Context: an optimization exercise on an open-source flow, tuned for small area. The choices shown serve that exercise and are no tape-out recipe.
Function was checked by simulation only, so behaviour that the tests miss may differ from the original.
The clock port is modelled as an ideal driver; clocking choices that lean on that would not hold on a real chip.
Power is estimated from default activity; no workload was simulated.

Setup of the baseline:
## usb
module usb(
    input rst_n,
    input clk_48,
    input rx_j,
    input rx_se0,
    output tx_en,
    output tx_j,
    output tx_se0,
    input[6:0] usb_address,
    output usb_rst,
    output reg transaction_active,
    output reg[3:0] endpoint,
    output reg direction_in,
    output reg setup,
    input data_toggle,
    input[1:0] handshake,
    output reg[7:0] data_out,
    input[7:0] data_in,
    input data_in_valid,
    output reg data_strobe,
    output reg success
    );
localparam
    hs_ack = 2'b00,
    hs_none = 2'b01,
    hs_nak = 2'b10,
    hs_stall = 2'b11;
reg[2:0] j_samples;
reg[4:0] se0_samples;
always @(posedge clk_48) begin
    j_samples <= { j_samples[1:0], rx_j };
    se0_samples <= { se0_samples[3:0], rx_se0 };
end
wire j = (j_samples[0] & j_samples[1]) | (j_samples[0] & j_samples[2]) | (j_samples[1] & j_samples[2]);
wire[4:0] ss = se0_samples;
wire se0 = (ss[0] & ss[1] & ss[2]) | (ss[0] & ss[1] & ss[3]) | (ss[0] & ss[1] & ss[4]) | (ss[0] & ss[2] & ss[3]) |
  ...
Size: ~490 cells after synthesis, roughly 110 flip-flops, about 5000 sq um of cells after synthesis.
Settings: LEC_CHECK=0, CAP_MARGIN=20, CORE_MARGIN=2, CORE_UTILIZATION=40, PLACE_DENSITY=0.6, SLEW_MARGIN=20; clock period 20.8 ns.
standard.sh (not shown) runs the stock make flow with config.mk's settings and CLKGATE_MAP_FILE= SYNTH_SCRIPT=/design/flow/synth_recipe.tcl, a recipe that flattens the netlist after the stock synthesis.
==> flow/flow/run.sh <==
#!/bin/bash
# The standard layout (standard.sh), with
#  - synthesis mapped by an area-oriented ABC script (flow/synth.tcl),
#  - one buf_1 per port instead of the default port buffer,
#  - a clock tree of clkbuf_8 without dummy loads, whose buffers are upsized
#    where the clock slew is high (flow/post_cts.tcl).
# Each tool's output goes to a log file in this folder.
set -euo pipefail
W=$(pwd)
export OWN_ABC_SCRIPT="$W/flow/abc_area.script"
export FLOW_SYNTH_TCL="$W/synth_recipe.tcl"
export BUFFER_PORTS_ARGS="-buffer_cell sky130_fd_sc_hd__buf_1"
export POST_CTS_TCL="$W/flow/post_cts.tcl"
export CTS_ARGS="-sink_clustering_enable -repair_clock_nets -dont_use_dummy_load -buf_list sky130_fd_sc_hd__clkbuf_8"
sed "s#SYNTH_SCRIPT=[^ ]*synth_recipe.tcl#SYNTH_SCRIPT=$W/flow/synth.tcl#" standard.sh > own_standard.sh
grep -q "SYNTH_SCRIPT=$W/flow/synth.tcl" own_standard.sh
bash own_standard.sh > standard.log 2>&1
Other scripts of this flow, unchanged in this note and not shown: flow/flow/abc_area.script, flow/flow/post_cts.tcl, flow/flow/synth.tcl
Input changes introduced in the candidate (baseline for comparison: the baseline):
--- a/flow/design.v
+++ b/flow/design.v
@@ -113,14 +113,14 @@
     rs_data = 2'b11;
 reg[1:0] rx_state;
 assign rx_packet = (rx_state == rs_data);
 reg[3:0] rx_pid;
 reg rx_crc_ok;
 reg rx_byte_done;      
-reg rx_byte_done2;     
-reg rx_first_bit;      
+wire rx_byte_done2;
+wire rx_first_bit;
 reg[7:0] recv_queue_0;
 reg[7:0] recv_queue_1;
 reg recv_queue_0_valid;
 reg recv_queue_1_valid;
 wire rx_datastrobe = rx_byte_done && strobe;
 wire rx_complete = strobe && rx_state == rs_data && !se0 && !rx_byte_done && !rx_byte_done2 && next_shift[8];
@@ -130,13 +130,12 @@
 wire rx_crc_fb = (rx_token? crc[4]: crc[15]) ^ d;
 wire[15:0] rx_crc_next = { crc[14] ^ rx_crc_fb, crc[13:2], crc[1] ^ rx_crc_fb, crc[0], rx_crc_fb };
 wire rx_crc_match = rx_token? (crc[4:0] == 5'b01100): (crc == 16'b1000000000001101);
 always @(posedge clk_48) begin
     if (strobe) begin
         rx_byte_done <= rx_complete;
-        rx_byte_done2 <= rx_byte_done;
     end
 end
 always @(posedge clk_48 or negedge rst_n) begin
     if (!rst_n) begin
         rx_state <= rs_idle;
     end else if (strobe) begin
@@ -172,24 +171,22 @@
             rs_idle: begin
                 data_out <= 8'b00000001;
             end
             rs_pid: begin
                 if (!se0) begin
                     if (next_shift[8]) begin
-                        rx_pid <= { next_shift[4], next_shift[5], next_shift[6], next_shift[7] };
                         rx_crc_ok <= 1'b0;
                         data_out <= 8'b00000001;
                     end else begin
                         data_out <= next_shift[7:0];
                     end
                 end
             end
             rs_data: begin
                 if (!se0) begin
                     if (rx_byte_done) begin
-                        rx_first_bit <= d;
                     end else if (rx_byte_done2) begin
                         data_out <= { 6'b000001, rx_first_bit, d };
                     end else if (next_shift[8]) begin
                         data_out <= recv_queue_1;
                     end else begin
                         data_out <= next_shift[7:0];
@@ -220,14 +217,14 @@
 always @(posedge clk_48 or negedge rst_n) begin
     if (!rst_n)
         tx_clock <= 2'b00;
     else
         tx_clock <= { tx_clock[0], !tx_clock[1] };
 end
-reg[2:0] bit_stuff_counter;
-wire bit_stuff = bit_stuff_counter == 3'b100;
+wire[2:0] bit_stuff_counter = rx_pid[2:0];
+wire bit_stuff = tx_en && bit_stuff_counter == 3'b100;
 wire tx_strobe = bit_strobe && !bit_stuff;
 reg[2:0] tx_state;
 localparam
     ts_idle = 3'b000,
     ts_run  = 3'b001,
     ts_eop1 = 3'b010,
@@ -236,12 +233,14 @@
     ts_crc1 = 3'b110,
     ts_crc2 = 3'b111;
 assign tx_en = (tx_state != ts_idle);
 reg tx_mark;
 wire[8:0] tx_shift = { tx_mark, recv_queue_1 };
 reg tx_crc_enabled;
+assign rx_byte_done2 = tx_crc_enabled;
+assign rx_first_bit = tx_mark;
 wire dump_crc = tx_state == ts_crc1 || tx_state == ts_crc2;
 wire txd = dump_crc? !crc[15]: recv_queue_1[0];
 wire txse0 = !bit_stuff && (tx_state == ts_eop1 || tx_state == ts_eop2);
 wire tx_shift_empty = (tx_shift[8:2] == 7'b0);
 wire tx_data_strobe = tx_transmit && tx_shift_empty && tx_strobe && tx_en;
 always @(posedge clk_48 or negedge rst_n) begin
@@ -281,39 +280,46 @@
             default: begin
             end
         endcase
     end
 end
 always @(posedge clk_48) begin
-    if (tx_strobe) begin
-        if (!tx_en) begin
-            tx_mark <= 1'b1;
-            tx_crc_enabled <= 1'b0;
-        end else if (tx_shift_empty) begin
+    if (tx_strobe && tx_en) begin
+        if (tx_shift_empty) begin
             tx_mark <= 1'b1;
             tx_crc_enabled <= tx_enable_crc16;
         end else begin
             tx_mark <= 1'b0;
         end
+    end else if (tx_strobe && tx_transmit) begin
+        tx_mark <= 1'b1;
+        tx_crc_enabled <= 1'b0;
+    end else if (!tx_en && strobe) begin
+        tx_crc_enabled <= rx_byte_done;
+        if (rx_byte_done && rx_state == rs_data && !se0)
+            tx_mark <= d;
     end
 end
 reg tx_data_load;
 reg[7:0] tx_data_value;
-always @(posedge clk_48) begin
-    if (bit_strobe) begin
-        if (tx_state == ts_idle || !txd || bit_stuff || txse0)
-            bit_stuff_counter <= 3'b001;
-        else
-            bit_stuff_counter <= seq_step(bit_stuff_counter);
-    end
-end
-reg last_j;
+wire last_j = rx_pid[3];
 wire txj = tx_state == ts_idle || tx_state == ts_eop3? 1'b1: ((bit_stuff || !txd)? !last_j: last_j);
 always @(posedge clk_48) begin
-    if (bit_strobe)
-        last_j <= tx_en? txj: 1'b1;
+    if (tx_en) begin
+        if (bit_strobe) begin
+            if (!txd || bit_stuff || txse0)
+                rx_pid[2:0] <= 3'b001;
+            else
+                rx_pid[2:0] <= seq_step(bit_stuff_counter);
+            rx_pid[3] <= txj;
+        end
+    end else if (tx_strobe && tx_transmit) begin
+        rx_pid <= 4'b1001;
+    end else if (strobe && rx_state == rs_pid && !se0 && next_shift[8]) begin
+        rx_pid <= { next_shift[4], next_shift[5], next_shift[6], next_shift[7] };
+    end
 end
 assign tx_j = txj;
 assign tx_se0 = txse0;
 wire tx_crc_fb = !dump_crc && (crc[15] ^ txd);
 wire[15:0] tx_crc_next = { crc[14] ^ tx_crc_fb, crc[13:2], crc[1] ^ tx_crc_fb, crc[0], tx_crc_fb };
 assign reset_end = crc == 16'hb973;
==> summary.txt <==
- Sort the candidate and the baseline by global router's overall resource usage, ascending, and the baseline comes first.
- Run comparison: the candidate leading cell type in the layout, fill and taps excluded sky130_fd_sc_hd__nand2_1; the baseline leading cell type in the layout, fill and taps excluded sky130_fd_sc_hd__nor2_1
- Utilization for the candidate: 0.62 points down relative to the baseline
- Compared with the baseline, the candidate shows a higher combinational power.
- Compared with the baseline, the candidate shows a lower number of standard cells in the layout, taps in and fillers out.
- Changes observed in the candidate relative to the baseline: detailed route wirelength on metal3 lost about 6%; flip-flop and latch count lost 5.4%; wire length of the first global-routing pass picked up an extra 3.3%.
- [the candidate vs the baseline] full die area: lower in the candidate
- Final estimated routing congestion in global placement ends up lower on the candidate.
- Switching power of the candidate exceeds that of the baseline by more than 100%.
- Compared with the baseline, the candidate ends up with less cell area.
- The candidate does worse than the baseline on upper clock frequency limit.

-- static timing again, ports no longer ideal --
The results above use ideal ports. As a check the final layouts listed here were re-extracted and re-timed, cells and wires unchanged. Step 1 (the two cells are an assumption about what drives the block):
set clk [get_ports {clk_48}]
set_driving_cell -lib_cell sky130_fd_sc_hd__clkbuf_16 $clk
set_driving_cell -lib_cell sky130_fd_sc_hd__buf_2 [delete_from_list [all_inputs] $clk]
Step 2 times the ports against the registers' clock, not the clock port: input delays grow and output delays shrink by t, the midpoint of the rising clock arrivals with the driver on. Three values: no drivers, after step 1, after step 2; two values: the first two.
run | t, ns | setup WS [ns] | hold slack, ns | latest minus earliest clock arrival (ns) | worst slew at a driven data input, ns
the baseline | 0.427 | 11.600 / 11.576 / 11.576 | 0.360 / 0.360 / 0.360 | 0.011 / 0.012 | 0.04
the candidate | 0.424 | 11.560 / 11.534 / 11.534 | 0.356 / 0.356 / 0.356 | 0.019 / 0.019 | 0.04
After both steps setup and hold are still met in every run listed. For the candidate, which loses most, drivers alone change the setup slack by -0.026 ns; drivers and shift together by -0.026 ns.
